From an optimization exercise on the open Yosys and OpenROAD flow, aimed at small area; shortcuts taken in it are not production practice. At most, simulation tests tie the RTL to the original design; equivalence was not proved. Function not checked in runs 1 to 4: the RTL went through the layout flow alone. No activity file was given, so power comes from the tool's default toggle rates.

`design/flow/config.mk`:
```
export PLATFORM = sky130hd
export DESIGN_NAME = sent_rx
export DESIGN_NICKNAME = sent_rx
export VERILOG_FILES = /design/flow/design.v
export SDC_FILE = /design/flow/constraint.sdc
export NUM_CORES = 4
export LEC_CHECK = 0
export CAP_MARGIN = 20
export CORE_MARGIN = 2
export CORE_UTILIZATION = 40
export CTS_BUF_LIST = sky130_fd_sc_hd__clkbuf_8
export SLEW_MARGIN = 20
```
`design/flow/constraint.sdc`:
```
create_clock -name core_clock -period 40.0 [get_ports {clk}]
set_input_delay 8.0000 -clock core_clock [delete_from_list [all_inputs] [get_ports {clk}]]
set_output_delay 8.0000 -clock core_clock [all_outputs]
set_load 0.01 [all_outputs]
```
`design/flow/design.v`:
```
module sent_rx(
	input clk,
	input reset,
	input data_pulse,
	output reg locked,
	output reg [7:0] tick_len,
	output reg frame_valid,
	output reg frame_crc_ok,
	output reg [3:0] frame_status,
	output reg [23:0] frame_data,
	output reg [2:0] frame_nibbles,
	output reg serial_valid,
	output reg serial_enhanced,
	output reg serial_config,
	output [7:0] serial_id,
	output [15:0] serial_data
	);
	function [3:0] crc4_step(input [3:0] c, input [3:0] n);
		integer b;
		reg [4:0] t;
		begin
			t = {1'b0, c};
			for (b = 3; b >= 0; b = b - 1) begin
				t = {t[3:0], n[b]};
				if (t[4]) t = t ^ 5'b11101;
			end
			crc4_step = t[3:0];
		end
	endfunction
	reg a;
	reg cal;
	reg [7:0] r;
	reg [7:0] q;
	reg collecting;
	reg [3:0] fc;
	reg frame_end;
	reg [3:0] st_buf;
	reg [23:0] slots;
	reg [3:0] crc;
	reg [3:0] sid_a;
	reg [3:0] sid_b;
	reg [11:0] sdata;
	wire enh_c1 = serial_enhanced & serial_config;
	wire enh_c0 = serial_enhanced & ~serial_config;
	assign serial_id = {sid_a & {4{enh_c0}}, enh_c1 ? sid_a : sid_b};
	assign serial_data = {sid_b & {4{enh_c1}}, sdata};
	reg [16:0] bit3;
	reg [16:0] bit2;
	reg [4:0] count_frame;
	wire fall = a & ~data_pulse;
	wire lock_now = !locked && cal && fall && q != 0;
	wire [7:0] modulus = locked ? tick_len : 8'd56;
	wire [7:0] r_inc = r + 8'd1;
	wire wrap = fall ? (locked ? tick_len == 8'd1 : (cal && q == 8'd1)) : (r_inc == modulus);
	always @(posedge clk) begin
		if (wrap) r <= 8'd0;
		else if (fall) r <= 8'd1;
		else r <= r_inc;
		if (fall) q <= {7'd0, wrap};
		else if (wrap && q != 8'd255) q <= q + 8'd1;
	end
	always @(posedge clk or posedge reset) begin
		if (reset) begin
			a <= 1;
			cal <= 0;
			locked <= 0;
			tick_len <= 0;
			frame_end <= 0;
		end
		else begin
			a <= data_pulse;
			if (fall) cal <= 1;
			if (lock_now) begin
				locked <= 1;
				tick_len <= q;
			end
			frame_end <= locked && collecting && q == 8'd28 && fc >= 4'd3;
		end
	end
	wire is_nib = q >= 8'd12 && q <= 8'd27;
	wire [3:0] nib = q[3:0] + 4'd4;
	always @(posedge clk) begin
		if (lock_now) begin
			collecting <= 1;
			fc <= 0;
		end
		else if (locked) begin
			if (collecting && q == 8'd28) collecting <= 0;
			if (fall) begin
				if (q == 8'd56) begin
					collecting <= 1;
					fc <= 0;
				end
				else if (is_nib) begin
					if (collecting) begin
						if (fc == 4'd8) collecting <= 0;
						else begin
							fc <= fc + 4'd1;
							if (fc == 4'd0) begin
								st_buf <= nib;
								crc <= 4'b0101;
							end
							else begin
								crc <= crc4_step(crc, nib);
								case (fc)
									4'd1: slots[23:20] <= nib;
									4'd2: slots[19:16] <= nib;
									4'd3: slots[15:12] <= nib;
									4'd4: slots[11:8] <= nib;
									4'd5: slots[7:4] <= nib;
									4'd6: slots[3:0] <= nib;
									default: ;
								endcase
							end
						end
					end
				end
				else collecting <= 0;
			end
		end
	end
	wire good = crc == 4'd0;
	wire [2:0] nd = fc[2:0] - 3'd2;
	reg [23:0] mask;
	integer j;
	always @(*) begin
		for (j = 0; j < 6; j = j + 1)
			mask[23 - 4 * j -: 4] = (j < nd) ? 4'hf : 4'h0;
	end
	wire [17:0] bit3_next = {bit3, st_buf[3]};
	wire [17:0] bit2_next = {bit2, st_buf[2]};
	reg [19:0] ts;
	reg valid_short;
	reg [35:0] te;
	reg valid_enh;
	integer p;
	always @(*) begin
		ts = {4'b0101, bit2_next[15:0]};
		for (p = 19; p > 3; p = p - 1)
			if (ts[p]) ts[p -: 5] = ts[p -: 5] ^ 5'b11101;
		valid_short = ts[3:0] == 4'd0;
		te = {6'b010101,
			bit2_next[11], bit3_next[11], bit2_next[10], bit3_next[10],
			bit2_next[9], bit3_next[9], bit2_next[8], bit3_next[8],
			bit2_next[7], bit3_next[7], bit2_next[6], bit3_next[6],
			bit2_next[5], bit3_next[5], bit2_next[4], bit3_next[4],
			bit2_next[3], bit3_next[3], bit2_next[2], bit3_next[2],
			bit2_next[1], bit3_next[1], bit2_next[0], bit3_next[0],
			bit2_next[17:12]};
		for (p = 35; p > 5; p = p - 1)
			if (te[p]) te[p -: 7] = te[p -: 7] ^ 7'b1011001;
		valid_enh = te[5:0] == 6'd0;
	end
	always @(posedge clk) begin
		if (frame_end && good) begin
			bit3 <= bit3_next[16:0];
			bit2 <= bit2_next[16:0];
		end
	end
	always @(posedge clk or posedge reset) begin
		if (reset) begin
			count_frame <= 0;
			frame_valid <= 0;
			frame_crc_ok <= 0;
			frame_status <= 0;
			frame_data <= 0;
			frame_nibbles <= 0;
			serial_valid <= 0;
			serial_enhanced <= 0;
			serial_config <= 0;
			sid_a <= 0;
			sid_b <= 0;
			sdata <= 0;
		end
		else begin
			frame_valid <= frame_end;
			serial_valid <= 0;
			if (frame_end) begin
				frame_crc_ok <= good;
				frame_status <= st_buf;
				frame_data <= slots & mask;
				frame_nibbles <= nd;
				if (!good) count_frame <= 0;
				else begin
					if (count_frame != 5'd18) count_frame <= count_frame + 5'd1;
					if (count_frame >= 5'd15 && bit3_next[15:0] == 16'h8000 && valid_short) begin
						serial_valid <= 1;
						serial_enhanced <= 0;
						serial_config <= 0;
						sid_a <= bit3_next[9:6];
						sid_b <= bit2_next[15:12];
						sdata <= {4'b0, bit2_next[11:4]};
						count_frame <= 0;
					end
					else if (count_frame >= 5'd17 && bit3_next[17:11] == 7'b1111110 && !bit3_next[5] && !bit3_next[0]
						&& valid_enh) begin
						serial_valid <= 1;
						serial_enhanced <= 1;
						serial_config <= bit3_next[10];
						sid_a <= bit3_next[9:6];
						sid_b <= bit3_next[4:1];
						sdata <= bit2_next[11:0];
						count_frame <= 0;
					end
				end
			end
		end
	end
endmodule
```
`design/flow/run.sh`:
```
#!/bin/bash
# synth_recipe.tcl (not shown) runs the flow's synth.tcl, then flattens the netlist and writes it again
# the make line also repeats each setting of config.mk as NAME=value (left out here)
make -C /OpenROAD-flow-scripts/flow DESIGN_CONFIG=/design/flow/config.mk WORK_HOME=/design/flow/orfs CLKGATE_MAP_FILE= SYNTH_SCRIPT=/design/flow/synth_recipe.tcl finish
```
==> impl_metrics.toml, run 1 <==
[clock_tree]
numCtsBuffers = 17
clk_latency_ns = 0.45
hold_buffers = 0
cts_resized = 0
cts_setup_buffers = 0
numClockSinks = 160
cts_tree = "yes"
clockBufferDepth = 2
clkSlewWorstSetupHoldPaths_ns = 0.08
root_buffer = "clkbuf_8"
cts-htree-levels = 4

[setup_path]
critPathCapture = "slots[4]"
rr_startpoint = "bit2[9]"
setup.worst_path.class = "in -> reg"
crit_path_start_kind = "primary input"
arrival_ns = 10.46
cp-end-kind = "register"
reg2reg_depth = 9
cpMostUsedCell = "and2_1"
crit_family = "simple AND/OR/NAND/NOR gates"
worstPathCellList = "clkdlybuf4s50_1 > nor2b_1 > and2_1 > and4_1 > nor3b_1 > and2_1"
r2r_setup_slack_ns = 35.85
worst-path-max-fanout = 13
cp.depth = 6
worst_path_largest_cell_delay_ns = 0.65
slowest_stage = "nor2b_1"
path_buf_inv = 1
worstPathRequired_ns = 40.14
r2r_end = "sid_a[3]"
critPathLaunch = "data_pulse"

[route]
drt_iter0_markers = 292
first_pass_iters = 4
drt_wl_total_mm = 16.26
drc_errors = 0
ant_nets = 0
wire_per_inst_um = 17.19
drt-vias-per-instance = 5.267
vias = 4983

[place]
dpl.hpwl_mm = 11.31
io_buffer_count = 71
dpl_cell_area_mm2 = 0.008489
pre_cts_ws_ns = 29.21
gp_congestion = 0.8546

[logic_synthesis]
yosys_most_used_dff = "dfrtp_1"
syn_area_mm2 = 0.007579
synthTopCellsByCount = "dfrtp_1 (72), edfxtp_1 (67), xnor2_1 (59)"
ys_types = 61
async_flop_share = 0.4563
syn-num-nets = 654
ys_seq_area_frac = 0.5595
ys_ff_latch = 160
synth_cells = 631
synth_area_leader_cell = "edfxtp_1"
synth_edf_count = 67
synth_top_area_frac = 0.2655
synth_area_per_cell_um2 = 12.01
synth.area.top_cells = "edfxtp_1 (27%), dfrtp_1 (24%), xnor2_1 (6.8%)"
synth_most_common_cell = "dfrtp_1"
yosysWarnings = 1

[global_routing]
gr-total-overflow = 0
grt_pass1_wl_mm = 26.94
grtUsageTotal = 0.1730
grt_pass1_vias = 4960
antenna_found_initial = 0
grt_max_degree = 74

[sta]
min_period_ns = 10.32
period_share = 0.2581
slew_headroom = 0.3564
setup_slack_ns = 29.68
fmax_mhz = 96.88
drv_slew = 0
tightest_slew_ns = 0.9654
setup-tns-final_ns = 0
finClkSkew_ns = 0.01292
rsz0062_at_grt = "no"
hold_violations = 0
setup_viol = 0

[power]
power.leakage_nw = 3.529
ir_drop_mv = 0.02618
power.density_mw_per_mm2 = 41.39
total_power_mw = 0.3706

[flow_run]
maxCapViolCount = 0

[die]
start_util = 0.4065
core_area_mm2 = 0.01864
die_w_um = 141.6
die_area_mm2 = 0.02006
rows = 50
fp.dieH_um = 141.6
ios = 72

[cells_and_area]
drive_gt1_frac = 0.07584
area_delta_synth_final_pct = 18.14
final_nets = 723
diodes = 0
fin_area_mm2 = 0.008954

[hold_path]
min_path_type = "reg -> reg"

[status]
status = "no timing/DRC/antenna violations"
==> metrics by stage <==
stage / cells / hold slack [ns] / util
after floorplan: 631 / 0.3720 / -
after global placement: 915 / 0.4379 / 0.4554
after detailed placement: 915 / 0.4313 / 0.4554
after CTS: 946 / 0.4507 / 0.4799
after global routing: 946 / 0.4771 / 0.4803
final: 946 / 0.4521 / 0.4803
==> layout by cell type, fill, tap and decap left out, types with 7 or more instances in the layout <==
cell type / instances
a2bb2oi_1: 12
nand3_1: 25
mux2_2: 12
nor2b_1: 12
clkdlybuf4s50_1: 71
xnor2_1: 59
o2bb2ai_1: 17
ha_1: 20
a21oi_1: 7
xnor3_1: 9
dfrtp_1: 72
xor2_1: 19
clkbuf_8: 18
dfxtp_1: 20
a22o_1: 10
nand2_1: 46
inv_1: 29
o22ai_1: 12
edfxtp_1: 67
mux2i_1: 7
o21ai_0: 22
and2_1: 15
nor3_1: 10
and3_1: 11
nor2_1: 30
==> logic make-up (layout without fill, tap and decap cells) <==
| family | Yosys count | count (layout) | synth area share |
|---|---|---|---|
| fa+ha+maj | 20 | 20 | 0.03302 |
| simple gates | 178 | 178 | 0.1194 |
| mux | 23 | 23 | 0.03302 |
| flops | 160 | 160 | 0.5595 |
| xor+xnor | 90 | 90 | 0.1243 |
| buf+inv | 55 | 136 | 0.03005 |
| compound gates | 105 | 105 | 0.1007 |
==> layout make-up <==
class                      count  area [um2]
fill                        1681        9689
inverter                      32       120.1
tap                          234       292.8
multi-input combinational    416        3118
clock inverter                13       209.0
clock buffer                  18       247.7
timing repair buffer          73       725.7
sequential                   160        4240
==> sequential cells by signal (all words and copies together), names as in the netlist, 5 cells and up <==
signal	count
bit2	17
bit3	17
count_frame	5
frame_data	24
q	8
r	8
sdata	12
slots	24
tick_len	8
==> where the power goes <==
part / total [mW] / internal [mW] / switching (mW)
clock: 0.137 / 0.0759 / 0.0615
sequential: 0.190 / 0.178 / 0.0111
combinational: 0.0435 / 0.0182 / 0.0253
==> per-layer routing <==
layer | vias to the layer above | GRT usage | routed length [um] | part of all wire
met5 | - | 0 | 0 | 0
met4 | 0 | 0.05053 | 204 | 0.013
met3 | 17 | 0.04286 | 810 | 0.050
met2 | 123 | 0.2481 | 6996 | 0.43
met1 | 2462 | 0.2601 | 8248 | 0.51
li1 | 2381 | - | - | -
==> worst min-delay path by stage <==
| stage | startpoint | end | depth (start not counted) |
|---|---|---|---|
| floorplan | frame_end | frame_valid | 0 |
| global placement | bit3[15] | bit3[16] | 0 |
| detailed placement | bit3[14] | bit3[15] | 0 |
| CTS | bit3[14] | bit3[15] | 0 |
| global route | bit3[14] | bit3[15] | 0 |
| finish | bit3[14] | bit3[15] | 0 |
==> inputs of run 2 (changes only) <==
--- a/design/flow/design.v
+++ b/design/flow/design.v
@@ -154,3 +154,3 @@
 	always @(posedge clk) begin
-		if (frame_end && good) begin
+		if (frame_end) begin
 			bit3 <= bit3_next[16:0];
@@ -161,3 +161,3 @@
 		if (reset) begin
-			count_frame <= 0;
+			count_frame <= 5'd14;
 			frame_valid <= 0;
@@ -182,6 +182,6 @@
 				frame_nibbles <= nd;
-				if (!good) count_frame <= 0;
+				if (!good) count_frame <= 5'd14;
 				else begin
-					if (count_frame != 5'd18) count_frame <= count_frame + 5'd1;
-					if (count_frame >= 5'd15 && bit3_next[15:0] == 16'h8000 && valid_short) begin
+					if (count_frame != 5'd31) count_frame <= count_frame + 5'd1;
+					if (count_frame >= 5'd29 && bit3_next[15:0] == 16'h8000 && valid_short) begin
 						serial_valid <= 1;
@@ -192,5 +192,5 @@
 						sdata <= {4'b0, bit2_next[11:4]};
-						count_frame <= 0;
+						count_frame <= 5'd14;
 					end
-					else if (count_frame >= 5'd17 && bit3_next[17:11] == 7'b1111110 && !bit3_next[5] && !bit3_next[0]
+					else if (count_frame == 5'd31 && bit3_next[17:11] == 7'b1111110 && !bit3_next[5] && !bit3_next[0]
 						&& valid_enh) begin
@@ -202,3 +202,3 @@
 						sdata <= bit2_next[11:0];
-						count_frame <= 0;
+						count_frame <= 5'd14;
 					end
==> design/flow/flow/run.sh (new file) <==
#!/bin/bash
# The standard layout, with the smallest buffer on each port and a clock
# tree of clkbuf_8 without dummy loads. Each tool's output goes to a log here.
set -euo pipefail
export BUFFER_PORTS_ARGS="-buffer_cell sky130_fd_sc_hd__buf_1"
export CTS_ARGS="-sink_clustering_enable -repair_clock_nets -buf_list sky130_fd_sc_hd__clkbuf_8 -sink_clustering_size 30 -sink_clustering_max_diameter 100 -dont_use_dummy_load"
bash standard.sh > standard_flow.log 2>&1
==> design/flow/standard.sh (new file) <==
#!/bin/bash
# synth_recipe.tcl (not shown) runs the flow's synth.tcl, then flattens the netlist and writes it again
# the make line also repeats each setting of config.mk as NAME=value (left out here)
make -C /OpenROAD-flow-scripts/flow DESIGN_CONFIG=/design/flow/config.mk WORK_HOME=/design/flow/orfs CLKGATE_MAP_FILE= SYNTH_SCRIPT=/design/flow/synth_recipe.tcl "${@:-finish}"
--- a/design/flow/config.mk
+++ b/design/flow/config.mk
@@ -10,3 +10,2 @@
 export CORE_UTILIZATION = 40
-export CTS_BUF_LIST = sky130_fd_sc_hd__clkbuf_8
 export SLEW_MARGIN = 20
removed: design/flow/run.sh
==> impl_metrics.toml, run 2 <==
[logic_synthesis]
synth.area.top_cells = "edfxtp_1 (27%), dfrtp_1 (23%), xnor2_1 (6.0%)"
syn-num-nets = 643
async_flop_share = 0.4563
yosys_most_used_dff = "dfrtp_1"
synth_area_leader_cell = "edfxtp_1"
ys_types = 59
synth_area_per_cell_um2 = 12.03
syn_area_mm2 = 0.007472
synth_edf_count = 67
ys_seq_area_frac = 0.5680
synth_top_area_frac = 0.2693
synth_cells = 621
synthTopCellsByCount = "dfrtp_1 (69), edfxtp_1 (67), xnor2_1 (51)"
synth_most_common_cell = "dfrtp_1"
ys_ff_latch = 160
yosysWarnings = 1

[cells_and_area]
layout_commonest_cell = "buf_1"
layout_common_cells = "buf_1 (71), dfrtp_1 (68), edfxtp_1 (67), xnor2_1 (51), nor2_1 (47)"
final_nets = 716
diodes = 0
finalNonFillerCells = 921
area_delta_synth_final_pct = 9.712
drive_gt1_frac = 0.07225
top_regs = "frame_data x24, slots x24"

[power]
power.density_mw_per_mm2 = 35.78
power.leakage_nw = 3.259
ir_drop_mv = 0.01937

[clock_tree]
clk_latency_ns = 0.46
clkSlewWorstSetupHoldPaths_ns = 0.07
clockBufferDepth = 2
numCtsBuffers = 17
numClockSinks = 160
cts_resized = 0
cts_tree = "yes"
hold_buffers = 0
cts_setup_buffers = 0
cts-htree-levels = 4
root_buffer = "clkbuf_8"

[hold_path]
hold_path.startpoint = "bit3[14]"
min_path_type = "reg -> reg"

[setup_path]
rr_startpoint = "bit2[9]"
setup.worst_path.class = "in -> reg"
r2r_setup_slack_ns = 35.73
arrival_ns = 10.28
worstPathRequired_ns = 40.34
cp-end-kind = "register"
worst-path-max-fanout = 16
critPathLaunch = "data_pulse"
crit_path_start_kind = "primary input"

[die]
die_w_um = 140.7
fp.dieH_um = 140.7
core_area_mm2 = 0.01815
start_util = 0.4117
rows = 49
die_area_mm2 = 0.01979
ios = 72

[sta]
slew_headroom = 0.3738
min_period_ns = 9.943
worst_hold_slack_ns = 0.4493
finClkSkew_ns = 0.03143
fmax_mhz = 100.6
setup_viol = 0
drv_slew = 0
rsz0062_at_grt = "no"
hold_violations = 0
tightest_slew_ns = 0.9394
setup-tns-final_ns = 0
period_share = 0.2486

[global_routing]
antenna_found_initial = 0
gr-total-overflow = 0
grt_pass1_wl_mm = 26.54
grt_max_degree = 74
grt_pass1_vias = 5015
grtUsageTotal = 0.1703

[route]
drt_iter0_markers = 271
vias = 4837
drc_errors = 0
wire_per_inst_um = 17.34
drt_wl_total_mm = 15.97
drt-vias-per-instance = 5.252
ant_nets = 0
first_pass_iters = 5

[status]
status = "no timing/DRC/antenna violations"

[place]
dpl.cell_count = 904
dpl.hpwl_mm = 11.18
gp_congestion = 0.8629
io_buffer_count = 71

[flow_run]
maxCapViolCount = 0
==> run 2: cell types whose count changed after synthesis, sizes merged, moves of 5 or more <==
| cell | before | now |
|---|---|---|
| nor2 | 31 | 47 |
| nand3 | 25 | 20 |
| o2bb2ai | 17 | 12 |
| a2bb2oi | 12 | 0 |
| mux2i | 7 | 1 |
| and3 | 11 | 6 |
| nand4 | 6 | 12 |
| xnor2 | 60 | 52 |
| a21oi | 8 | 13 |
| a22oi | 0 | 12 |
==> run 2: metrics by stage <==
step / setup slack (ns) / area [um2] / util / total power [mW]
2_1_floorplan: 30.07 / 7472 / - / 0.2004
3_3_place_gp: 29.69 / 7964 / 0.4388 / 0.2071
3_5_place_dp: 29.62 / 7964 / 0.4388 / 0.2075
4_1_cts: 30.09 / 8198 / 0.4517 / 0.2955
5_1_grt: 29.92 / 8198 / 0.4517 / 0.3055
6_report: 30.06 / 8198 / 0.4517 / 0.2933
==> run 2: logic make-up after synthesis <==
kind of cell | count (synthesis) | share of synthesized area
fa+ha+maj | 19 | 0.03182
mux | 19 | 0.02997
buf+inv | 56 | 0.02964
simple gates | 185 | 0.1227
compound gates | 98 | 0.09227
xor+xnor | 84 | 0.1256
flops | 160 | 0.5680
==> run 2: final timing paths <==
check	to	depth (start not counted)
worst max-delay path	q[6]	10
worst min-delay path	bit3[15]	0
worst max register to register	sid_a[3]	9
worst min register to register	bit3[15]	0
max in group asynchronous	frame_end	3
min in group asynchronous	frame_data[0]	3
==> run 2: per-layer routing <==
metal,share of wire,global-route usage,vias up
met1,0.45,0.2148,2400
li1,-,-,2334
met2,0.50,0.2919,84
met5,0,0,-
met4,0.016,0.05947,0
met3,0.030,0.03601,19
==> run 2: cell type report <==
| cell class | count | area [um2] |
|---|---|---|
| sequential | 160 | 4245 |
| inverter | 36 | 136.4 |
| fill | 1713 | 9950 |
| tap | 229 | 286.5 |
| multi-input combinational | 405 | 3007 |
| clock buffer | 17 | 234.0 |
| timing repair buffer | 74 | 289.0 |
==> run 2: worst max-delay path, stage by stage <==
cell       delay [ns]
buf_1            0.11
nor2b_1          0.05
buf_4            0.19
a21oi_1          0.12
o2111ai_1        0.12
a2111oi_0        0.67
o21a_1           0.35
or3b_2           0.48
xor2_1           0.14
nor2_1           0.05
==> run 2: report_power, final <==
part | switching [mW] | internal (mW) | total, mW
registers | 0.00556 | 0.176 | 0.181
logic | 0.0139 | 0.00921 | 0.0231
clock network | 0.0516 | 0.0375 | 0.0891
==> inputs of run 3 (changes only) <==
==> design/flow/flow/run.sh (replaced) <==
#!/bin/bash
# The standard layout, with the smallest buffer on each port and a clock
# tree of clkbuf_8 without dummy loads. Each tool's output goes to a log here.
set -euo pipefail
export BUFFER_PORTS_ARGS="-buffer_cell sky130_fd_sc_hd__buf_1"
export CTS_ARGS="-sink_clustering_enable -repair_clock_nets -buf_list sky130_fd_sc_hd__clkbuf_16 -sink_clustering_size 50 -sink_clustering_max_diameter 100 -dont_use_dummy_load"
bash standard.sh > standard_flow.log 2>&1
==> impl_metrics.toml, run 3 <==
[status]
status = "no timing/DRC/antenna violations"

[setup_path]
reg2reg_depth = 9
r2r_setup_slack_ns = 35.74
worst-path-max-fanout = 16
worstPathRequired_ns = 40.31
crit_path_start_kind = "primary input"
r2r_end = "sid_a[3]"
rr_startpoint = "bit2[9]"
slowest_stage = "a2111oi_0"
worstPathCellList = "buf_1 > nor2b_1 > buf_4 > a21oi_1 > o2111ai_1 > a2111oi_0 > o21a_1 > or3b_2 > xor2_1 > nor2_1"
cp-end-kind = "register"
worst_path_largest_cell_delay_ns = 0.66
arrival_ns = 10.27
setup.worst_path.class = "in -> reg"

[hold_path]
hold_path.startpoint = "bit3[14]"
whs_endpoint = "bit3[15]"
min_path_type = "reg -> reg"
hold_depth = 0

[logic_synthesis]
ys_types = 59
ys_ff_latch = 160
synth_top_area_frac = 0.2693
synth_area_per_cell_um2 = 12.03
syn_area_mm2 = 0.007472
synthTopCellsByCount = "dfrtp_1 (69), edfxtp_1 (67), xnor2_1 (51)"
yosysWarnings = 1
synth_area_leader_cell = "edfxtp_1"
synth_cells = 621
ys_seq_area_frac = 0.5680
synth_edf_count = 67
synth_most_common_cell = "dfrtp_1"
syn-num-nets = 643
synth.area.top_cells = "edfxtp_1 (27%), dfrtp_1 (23%), xnor2_1 (6.0%)"
yosys_most_used_dff = "dfrtp_1"
async_flop_share = 0.4563

[sta]
setup-tns-final_ns = 0
drv_slew = 0
fmax_mhz = 100.4
hold_violations = 0
min_period_ns = 9.960
setup_viol = 0
period_share = 0.2490
finClkSkew_ns = 0.01783
tightest_slew_ns = 0.9418
slew_headroom = 0.3721
rsz0062_at_grt = "no"

[route]
drt_iter0_markers = 248
wire_per_inst_um = 17.37
drc_errors = 0
drt_wl_total_mm = 16.00
first_pass_iters = 4
ant_nets = 0
drt-vias-per-instance = 5.279
vias = 4862

[cells_and_area]
fin_area_mm2 = 0.008389
layout_commonest_cell = "buf_1"
area_delta_synth_final_pct = 12.27
top_regs = "frame_data x24, slots x24"
drive_gt1_frac = 0.07225
diodes = 0
fillers = 1684
final_nets = 716
layout_common_cells = "buf_1 (71), dfrtp_1 (68), edfxtp_1 (67), xnor2_1 (51), nor2_1 (47)"

[place]
dpl.hpwl_mm = 11.18
io_buffer_count = 71
gp_congestion = 0.8629
dpl_cell_area_mm2 = 0.007964

[clock_tree]
hold_buffers = 0
clkSlewWorstSetupHoldPaths_ns = 0.05
root_buffer = "clkbuf_16"
cts_setup_buffers = 0
cts-htree-levels = 4
cts_tree = "yes"
cts_resized = 0
numClockSinks = 160
clk_latency_ns = 0.43
numCtsBuffers = 17
clockBufferDepth = 2

[power]
power.density_mw_per_mm2 = 39.82
power.leakage_nw = 3.346
ir_drop_mv = 0.03080
total_power_mw = 0.3340

[die]
die_w_um = 140.7
die_area_mm2 = 0.01979
ios = 72
rows = 49
core_area_mm2 = 0.01815
fp.dieH_um = 140.7
start_util = 0.4117

[global_routing]
antenna_found_initial = 0
grt_pass1_vias = 5082
grt_max_degree = 74
gr-total-overflow = 0
grtUsageTotal = 0.1711
grt_pass1_wl_mm = 26.68

[flow_run]
maxCapViolCount = 0
==> run 3: cell counts after synthesis <==
No cell type changed its count.
==> run 3: power by group <==
group	switching (mW)	internal [mW]	leakage (nW)	total, mW
Combinational	0.0138	0.00925	1.38	0.0231
Clock	0.0559	0.0736	0.209	0.129
Sequential	0.00556	0.176	1.76	0.181
==> run 3: area by class of cell <==
type,count,area (um2),area share
repair buffers,74,289.0,0.03445
inverters,36,136.4,0.01626
multi-input cells,405,3007,0.3584
well taps,229,286.5,0.03415
clock buffers,17,425.4,0.05071
flip-flops and latches,160,4245,0.5060
==> run 3: routing by layer <==
metal  up-vias  global-route usage  wire length, um
li1       2340                   -                -
met1      2397              0.2145             7076
met2       106              0.2955             8109
met3        19             0.03431              542
met4         0             0.06105              273
met5         -                   0                0
==> run 3: worst max-delay path by stage <==
stage / from / to / slack [ns] / cells after the start
final: data_pulse / q[6] / 30.04 / 10
after global routing: data_pulse / q[6] / 29.88 / 10
after CTS: data_pulse / q[6] / 30.05 / 10
after detailed placement: data_pulse / q[6] / 29.62 / 10
after global placement: data_pulse / q[6] / 29.69 / 10
after floorplan: data_pulse / q[6] / 30.07 / 9
==> run 3: kinds of logic (layout without fill, tap and decap cells) <==
group,after synthesis,after routing,share of synthesized area
AOI/OAI and AO/OA,98,98,0.09227
xor gates and xnor gates,84,84,0.1256
adders and majority gates,19,19,0.03182
buffers and inverters,56,127,0.02964
DFF,160,160,0.5680
muxes,19,19,0.02997
and+or+nand+nor,185,185,0.1227
==> run 3: critical path: cells and delay by family <==
family / cells / cell delay [ns]
AOI/OAI and AO/OA: 4 / 1.25
and+or+nand+nor: 3 / 0.58
buffers and inverters: 2 / 0.29
xor gates and xnor gates: 1 / 0.14
==> run 3: per-stage QoR <==
stage | cells | util | hold WS (ns) | setup WS [ns]
after floorplan | 621 | - | 0.4175 | 30.07
after global placement | 904 | 0.4388 | 0.4376 | 29.69
after detailed placement | 904 | 0.4388 | 0.4475 | 29.62
after CTS | 921 | 0.4623 | 0.4557 | 30.05
after global routing | 921 | 0.4623 | 0.4788 | 29.88
final | 921 | 0.4623 | 0.4511 | 30.04
==> inputs of run 4 (changes only) <==
==> design/flow/flow/run.sh (replaced) <==
#!/bin/bash
# The standard layout, with the smallest buffer on each port and a clock
# tree of clkbuf_8 without dummy loads. Each tool's output goes to a log here.
set -euo pipefail
export BUFFER_PORTS_ARGS="-buffer_cell sky130_fd_sc_hd__buf_1"
export CTS_ARGS="-sink_clustering_enable -repair_clock_nets -buf_list sky130_fd_sc_hd__clkbuf_8 -dont_use_dummy_load"
bash standard.sh > standard_flow.log 2>&1
==> impl_metrics.toml, run 4 <==
[power]
p_sw_frac = 0.2422
power.leakage_nw = 3.259
power.density_mw_per_mm2 = 35.78
pwr-share-comb = 0.079
power.internal_mw = 0.2223
power_frac_seq = 0.618
clkPwrFrac = 0.304
power.switching_mw = 0.07103
ir_drop_mv = 0.01937

[logic_synthesis]
ys_seq_area_frac = 0.5680
ys_ff_latch = 160
synth.area.top_cells = "edfxtp_1 (27%), dfrtp_1 (23%), xnor2_1 (6.0%)"
synth_area_leader_cell = "edfxtp_1"
syn_area_mm2 = 0.007472
yosysWarnings = 1
synthTopCellsByCount = "dfrtp_1 (69), edfxtp_1 (67), xnor2_1 (51)"
async_flop_share = 0.4563
synth_most_common_cell = "dfrtp_1"
syn-num-nets = 643
synth_area_per_cell_um2 = 12.03
synth_edf_count = 67
yosys_most_used_dff = "dfrtp_1"
synth_top_area_frac = 0.2693
ys_types = 59
synth_cells = 621

[die]
rows = 49
start_util = 0.4117
die_area_mm2 = 0.01979
fp.dieH_um = 140.7
core_area_mm2 = 0.01815
ios = 72
die_w_um = 140.7

[status]
status = "no timing/DRC/antenna violations"

[clock_tree]
clockBufferDepth = 2
numClockSinks = 160
clkSlewWorstSetupHoldPaths_ns = 0.07
numCtsBuffers = 17
cts_resized = 0
cts-htree-levels = 4
root_buffer = "clkbuf_8"
cts_tree = "yes"
clk_latency_ns = 0.46
hold_buffers = 0
cts_setup_buffers = 0

[cells_and_area]
finalNonFillerCells = 921
layout_commonest_cell = "buf_1"
fillers = 1713
area_delta_synth_final_pct = 9.712
diodes = 0
drive_gt1_frac = 0.07225
top_regs = "frame_data x24, slots x24"
seq_area_mm2 = 0.004245
final_nets = 716
multi_input_area_mm2 = 0.003007
layout_common_cells = "buf_1 (71), dfrtp_1 (68), edfxtp_1 (67), xnor2_1 (51), nor2_1 (47)"

[route]
vias = 4837
first_pass_iters = 5
ant_nets = 0
drt_wl_total_mm = 15.97
drt_iter0_markers = 271
wire_per_inst_um = 17.34
drt-vias-per-instance = 5.252
drc_errors = 0

[setup_path]
crit_family = "compound AO/OA/AOI/OAI gates"
arrival_ns = 10.28
path_buf_inv = 2
setup.worst_path.class = "in -> reg"
worst_path_largest_cell_delay_ns = 0.67
worstPathCellList = "buf_1 > nor2b_1 > buf_4 > a21oi_1 > o2111ai_1 > a2111oi_0 > o21a_1 > or3b_2 > xor2_1 > nor2_1"
crit_path_start_kind = "primary input"
slowest_stage = "a2111oi_0"
worst-path-max-fanout = 16
worstPathRequired_ns = 40.34
cp-end-kind = "register"

[sta]
drv_slew = 0
period_share = 0.2486
finClkSkew_ns = 0.03143
rsz0062_at_grt = "no"
setup-tns-final_ns = 0
min_period_ns = 9.943
setup_slack_ns = 30.06
hold_violations = 0
slew_headroom = 0.3738
worst_hold_slack_ns = 0.4493
tightest_slew_ns = 0.9394
setup_viol = 0
fmax_mhz = 100.6

[place]
gp_congestion = 0.8629
io_buffer_count = 71
dpl.cell_count = 904
pre_cts_ws_ns = 29.62
dpl.hpwl_mm = 11.18

[global_routing]
grtUsageMet3 = 0.03601
antenna_found_initial = 0
gr-total-overflow = 0
grt_pass1_wl_mm = 26.54
grt_use_met1 = 0.2148
grt_max_degree = 74
grtUsageTotal = 0.1703
grt.busiest_layer = "met2"
grt_pass1_vias = 5015
met2_usage = 0.2919

[hold_path]
min_path_type = "reg -> reg"

[flow_run]
maxCapViolCount = 0
## run 4: layout make-up
class	instances	area share
clock buffer	17	0.02854
inverter	36	0.01664
tap	229	0.03495
multi-input combinational	405	0.3668
sequential	160	0.5179
timing repair buffer	74	0.03526
## run 4: path summary, 6_finish.rpt
check / startpoint / slack [ns] / cells after the start / end
max: data_pulse / 30.06 / 10 / q[6]
min: bit3[14] / 0.45 / 0 / bit3[15]
max reg2reg: bit2[9] / 35.73 / 9 / sid_a[3]
min reg2reg: bit3[14] / 0.45 / 0 / bit3[15]
max in group asynchronous: reset / 31.52 / 3 / frame_end
min in group asynchronous: reset / 7.81 / 3 / frame_data[0]
## run 4: cell families after synthesis
family,count (synthesis),synth area share
compound gates,98,0.09227
xor+xnor,84,0.1256
fa+ha+maj,19,0.03182
buf+inv,56,0.02964
flops,160,0.5680
mux,19,0.02997
simple gates,185,0.1227
## run 4: metrics by stage
stage | util | total power [mW] | cell area, um2
after CTS | 0.4517 | 0.2955 | 8198
after detailed placement | 0.4388 | 0.2075 | 7964
after floorplan | - | 0.2004 | 7472
final | 0.4517 | 0.2933 | 8198
after global routing | 0.4517 | 0.3055 | 8198
after global placement | 0.4388 | 0.2071 | 7964
## run 4: layer usage
metal / share of wire / up-vias
met5: 0 / -
met3: 0.030 / 19
met2: 0.50 / 84
met1: 0.45 / 2400
li1: - / 2334
met4: 0.016 / 0
## run 4: power by group through the flow
stage	clock network (mW)	registers, mW	logic (mW)
floorplan	0	0.182	0.0184
global placement	0	0.184	0.0227
detailed placement	0	0.185	0.0230
CTS	0.0911	0.181	0.0232
global route	0.0979	0.182	0.0258
finish	0.0891	0.181	0.0231
==> inputs of run 5 (changes only) <==
--- a/design/flow/design.v
+++ b/design/flow/design.v
@@ -14,4 +14,4 @@
 	output reg serial_config,
-	output [7:0] serial_id,
-	output [15:0] serial_data
+	output reg [7:0] serial_id,
+	output reg [15:0] serial_data
 	);
@@ -39,9 +39,2 @@
 	reg [3:0] crc;
-	reg [3:0] sid_a;
-	reg [3:0] sid_b;
-	reg [11:0] sdata;
-	wire enh_c1 = serial_enhanced & serial_config;
-	wire enh_c0 = serial_enhanced & ~serial_config;
-	assign serial_id = {sid_a & {4{enh_c0}}, enh_c1 ? sid_a : sid_b};
-	assign serial_data = {sid_b & {4{enh_c1}}, sdata};
 	reg [16:0] bit3;
@@ -51,11 +44,15 @@
 	wire lock_now = !locked && cal && fall && q != 0;
-	wire [7:0] modulus = locked ? tick_len : 8'd56;
-	wire [7:0] r_inc = r + 8'd1;
-	wire wrap = fall ? (locked ? tick_len == 8'd1 : (cal && q == 8'd1)) : (r_inc == modulus);
+	wire [7:0] modulus = locked ? tick_len : (lock_now ? q : 8'd56);
+	wire [7:0] rb = fall ? modulus : r;
+	wire [7:0] qb = fall ? 8'd0 : q;
 	always @(posedge clk) begin
-		if (wrap) r <= 8'd0;
-		else if (fall) r <= 8'd1;
-		else r <= r_inc;
-		if (fall) q <= {7'd0, wrap};
-		else if (wrap && q != 8'd255) q <= q + 8'd1;
+		if (rb == 8'd1) begin
+			r <= modulus;
+			if (qb != 8'd255) q <= qb + 8'd1;
+			else q <= qb;
+		end
+		else begin
+			r <= rb - 8'd1;
+			q <= qb;
+		end
 	end
@@ -104,11 +101,3 @@
 								crc <= crc4_step(crc, nib);
-								case (fc)
-									4'd1: slots[23:20] <= nib;
-									4'd2: slots[19:16] <= nib;
-									4'd3: slots[15:12] <= nib;
-									4'd4: slots[11:8] <= nib;
-									4'd5: slots[7:4] <= nib;
-									4'd6: slots[3:0] <= nib;
-									default: ;
-								endcase
+								if (fc <= 4'd6) slots[(6 - fc) * 4 +: 4] <= nib;
 							end
@@ -154,3 +143,3 @@
 	always @(posedge clk) begin
-		if (frame_end) begin
+		if (frame_end && good) begin
 			bit3 <= bit3_next[16:0];
@@ -161,3 +150,3 @@
 		if (reset) begin
-			count_frame <= 5'd14;
+			count_frame <= 0;
 			frame_valid <= 0;
@@ -170,5 +159,4 @@
 			serial_config <= 0;
-			sid_a <= 0;
-			sid_b <= 0;
-			sdata <= 0;
+			serial_id <= 0;
+			serial_data <= 0;
 		end
@@ -182,6 +170,6 @@
 				frame_nibbles <= nd;
-				if (!good) count_frame <= 5'd14;
+				if (!good) count_frame <= 0;
 				else begin
-					if (count_frame != 5'd31) count_frame <= count_frame + 5'd1;
-					if (count_frame >= 5'd29 && bit3_next[15:0] == 16'h8000 && valid_short) begin
+					if (count_frame != 5'd18) count_frame <= count_frame + 5'd1;
+					if (count_frame >= 5'd15 && bit3_next[15:0] == 16'h8000 && valid_short) begin
 						serial_valid <= 1;
@@ -189,8 +177,7 @@
 						serial_config <= 0;
-						sid_a <= bit3_next[9:6];
-						sid_b <= bit2_next[15:12];
-						sdata <= {4'b0, bit2_next[11:4]};
-						count_frame <= 5'd14;
+						serial_id <= {4'b0, bit2_next[15:12]};
+						serial_data <= {8'b0, bit2_next[11:4]};
+						count_frame <= 0;
 					end
-					else if (count_frame == 5'd31 && bit3_next[17:11] == 7'b1111110 && !bit3_next[5] && !bit3_next[0]
+					else if (count_frame >= 5'd17 && bit3_next[17:11] == 7'b1111110 && !bit3_next[5] && !bit3_next[0]
 						&& valid_enh) begin
@@ -199,6 +186,11 @@
 						serial_config <= bit3_next[10];
-						sid_a <= bit3_next[9:6];
-						sid_b <= bit3_next[4:1];
-						sdata <= bit2_next[11:0];
-						count_frame <= 5'd14;
+						if (!bit3_next[10]) begin
+							serial_id <= {bit3_next[9:6], bit3_next[4:1]};
+							serial_data <= {4'b0, bit2_next[11:0]};
+						end
+						else begin
+							serial_id <= {4'b0, bit3_next[9:6]};
+							serial_data <= {bit3_next[4:1], bit2_next[11:0]};
+						end
+						count_frame <= 0;
 					end
==> design/flow/run.sh (new file) <==
#!/bin/bash
# synth_recipe.tcl (not shown) runs the flow's synth.tcl, then flattens the netlist and writes it again
# the make line also repeats each setting of config.mk as NAME=value (left out here)
make -C /OpenROAD-flow-scripts/flow DESIGN_CONFIG=/design/flow/config.mk WORK_HOME=/design/flow/orfs CLKGATE_MAP_FILE= SYNTH_SCRIPT=/design/flow/synth_recipe.tcl finish
removed: design/flow/flow/run.sh
removed: design/flow/standard.sh
==> impl_metrics.toml, run 5 <==
[clock_tree]
cts_tree = "yes"
cts_resized = 0
numClockSinks = 164
cts-htree-levels = 4
cts_setup_buffers = 0
root_buffer = "clkbuf_16"
hold_buffers = 0
clkSlewWorstSetupHoldPaths_ns = 0.06
numCtsBuffers = 17
clockBufferDepth = 2
clk_latency_ns = 0.43

[logic_synthesis]
async_flop_share = 0.4695
synth_top_area_frac = 0.2349
synthTopCellsByCount = "dfrtp_1 (76), nand2_1 (70), edfxtp_1 (66)"
syn-num-nets = 752
synth_area_leader_cell = "edfxtp_1"
yosys_most_used_dff = "dfrtp_1"
syn_area_mm2 = 0.008436
yosysWarnings = 1
ys_ff_latch = 164
synth_edf_count = 66
synth.area.top_cells = "edfxtp_1 (23%), dfrtp_1 (23%), xnor2_1 (5.1%)"
synth_cells = 723
synth_most_common_cell = "dfrtp_1"
ys_types = 68
ys_seq_area_frac = 0.5133
synth_area_per_cell_um2 = 11.67

[place]
dpl.cell_count = 1037
dpl.hpwl_mm = 13.33
gp_congestion = 0.8289
io_buffer_count = 71

[setup_path]
rr_startpoint = "fc[2]"
cp-end-kind = "register"
arrival_ns = 11.10
worst-path-max-fanout = 18
setup.worst_path.class = "in -> reg"
crit_path_start_kind = "primary input"
critPathLaunch = "data_pulse"
worstPathRequired_ns = 40.34

[die]
die_w_um = 149.2
rows = 53
fp.dieH_um = 149.2
core_area_mm2 = 0.02089
ios = 72
die_area_mm2 = 0.02227
start_util = 0.4038

[route]
drc_errors = 0
ant_nets = 0
first_pass_iters = 4
drt-vias-per-instance = 5.415
drt_wl_total_mm = 19.08
drt_iter0_markers = 371
vias = 5789
wire_per_inst_um = 17.84

[power]
ir_drop_mv = 0.02587
total_power_mw = 0.3684
power.density_mw_per_mm2 = 36.99
power.leakage_nw = 3.979

[sta]
period_share = 0.2689
slew_headroom = 0.3074
worst_hold_slack_ns = 0.4683
tightest_slew_ns = 1.039
finClkSkew_ns = 0.009275
drv_slew = 0
setup-tns-final_ns = 0
min_period_ns = 10.76
hold_violations = 0
fmax_mhz = 92.97
rsz0062_at_grt = "no"
setup_viol = 0

[flow_run]
maxCapViolCount = 0

[global_routing]
antenna_found_initial = 0
grtUsageTotal = 0.1813
grt_pass1_wl_mm = 31.64
grt_pass1_vias = 6000
gr-total-overflow = 0
grt_max_degree = 78

[cells_and_area]
final_nets = 810
finalNonFillerCells = 1069
area_delta_synth_final_pct = 18.08
layout_commonest_cell = "dfrtp_1"
layout_common_cells = "dfrtp_1 (76), clkdlybuf4s50_1 (71), nand2_1 (70), edfxtp_1 (66), xnor2_1 (49)"
fillers = 1878
drive_gt1_frac = 0.1083
diodes = 0
top_regs = "frame_data x24, slots x24"

[hold_path]
min_path_type = "reg -> reg"
hold_path.startpoint = "bit3[15]"

[status]
status = "no timing/DRC/antenna violations"
[run 5: cell count changes in the layout (fill, tap and decap cells not counted), moves of 17 or more]
cell and delta:
clkdlybuf4s50_1 +71, buf_1 -71, mux2_2 +18, clkbuf_16 +17
nand2_1 +28, clkbuf_8 -17
[run 5: routing by layer]
metal  wire length (um)  GRT usage  vias to the layer above
li1                   -          -                     2759
met5                  0          0                        -
met3                757    0.03211                       25
met2               9800     0.3182                      133
met4                272    0.05619                        0
met1               8246     0.2280                     2872
[run 5: report_power, final]
part	total (mW)	switching [mW]	internal, mW	leakage (nW)
Sequential	0.183	0.00452	0.178	1.74
Combinational	0.0226	0.0127	0.00989	1.96
Clock	0.163	0.0702	0.0928	0.277
[run 5: path summary, 6_finish.rpt]
path / to / slack (ns) / cells past startpoint
setup reg to reg: slots[8] / 35.17 / 15
setup / recovery: q[6] / 29.24 / 8
min in group asynchronous: serial_data[6] / 8.08 / 3
hold reg to reg: bit3[16] / 0.47 / 0
hold / removal: bit3[16] / 0.47 / 0
max in group asynchronous: tick_len[3] / 31.43 / 3
[run 5: stage by stage]
| step | util | area, um2 | worst slack, ns |
|---|---|---|---|
| 6_report | 0.4768 | 9961 | 29.24 |
| 2_1_floorplan | - | 8436 | 27.93 |
| 3_5_place_dp | 0.4489 | 9376 | 28.88 |
| 5_1_grt | 0.4768 | 9961 | 29.07 |
| 3_3_place_gp | 0.4489 | 9376 | 29.04 |
| 4_1_cts | 0.4767 | 9957 | 29.31 |
[run 5: cell families (layout without fill, tap and decap cells)]
group,count (synthesis),count (layout),share of synthesized area
AOI/OAI and AO/OA,136,136,0.1218
xor gates and xnor gates,83,83,0.1213
DFF,164,164,0.5133
adders and majority gates,26,26,0.03856
buffers and inverters,67,138,0.03174
and+or+nand+nor,207,207,0.1209
muxes,40,40,0.05236
[run 5: final cells by class]
| class | count | area [um2] | share of cell area |
|---|---|---|---|
| multi-input combinational | 492 | 3844 | 0.3859 |
| clock buffer | 18 | 429.2 | 0.04309 |
| tap | 275 | 344.1 | 0.03454 |
| clock inverter | 14 | 151.4 | 0.01520 |
| sequential | 164 | 4330 | 0.4347 |
| inverter | 31 | 117.6 | 0.01181 |
| timing repair buffer | 75 | 744.5 | 0.07474 |
[run 5: critical path, stage by stage]
cell,delay (ns)
clkdlybuf4s50_1,0.45
nand2b_1,0.42
a22o_1,0.40
nor4_1,0.64
nand2_1,0.56
nor3_1,0.33
nor2_1,0.06
a211oi_1,0.22

re-timing with driven ports:
How much do the figures lean on ideal ports? The routed layouts below were timed once more, with nothing changed but the port constraints.
Step 1 (the two cells are an assumption about what drives the block):
set clk [get_ports {clk}]
set_driving_cell -lib_cell sky130_fd_sc_hd__clkbuf_16 $clk
set_driving_cell -lib_cell sky130_fd_sc_hd__buf_2 [delete_from_list [all_inputs] $clk]
Step 2 moves the port delays by t, midway between the first and last clock arrival at a register: inputs arrive t later, outputs are due t later. That takes back most of the time a late clock gives input paths.
a / b / c = ideal ports / drivers / drivers and shift; a / b = the first two.
run	t, ns	slack for setup (ns)	worst setup path at the end	slew at the worst register clock pin (ns)
run 1	0.483	29.678 / 29.693 / 29.210	input to register	0.09 / 0.09
run 2	0.483	30.057 / 30.075 / 29.592	input to register	0.09 / 0.09
run 3	0.461	30.040 / 30.060 / 29.599	input to register	0.06 / 0.06
run 4	0.483	30.057 / 30.075 / 29.592	input to register	0.09 / 0.09
run 5	0.468	29.244 / 29.259 / 28.791	input to register	0.07 / 0.07
After both steps every run listed still meets setup and hold. For run 1, which loses most, drivers alone change the setup slack by +0.015 ns; drivers and shift together by -0.468 ns.
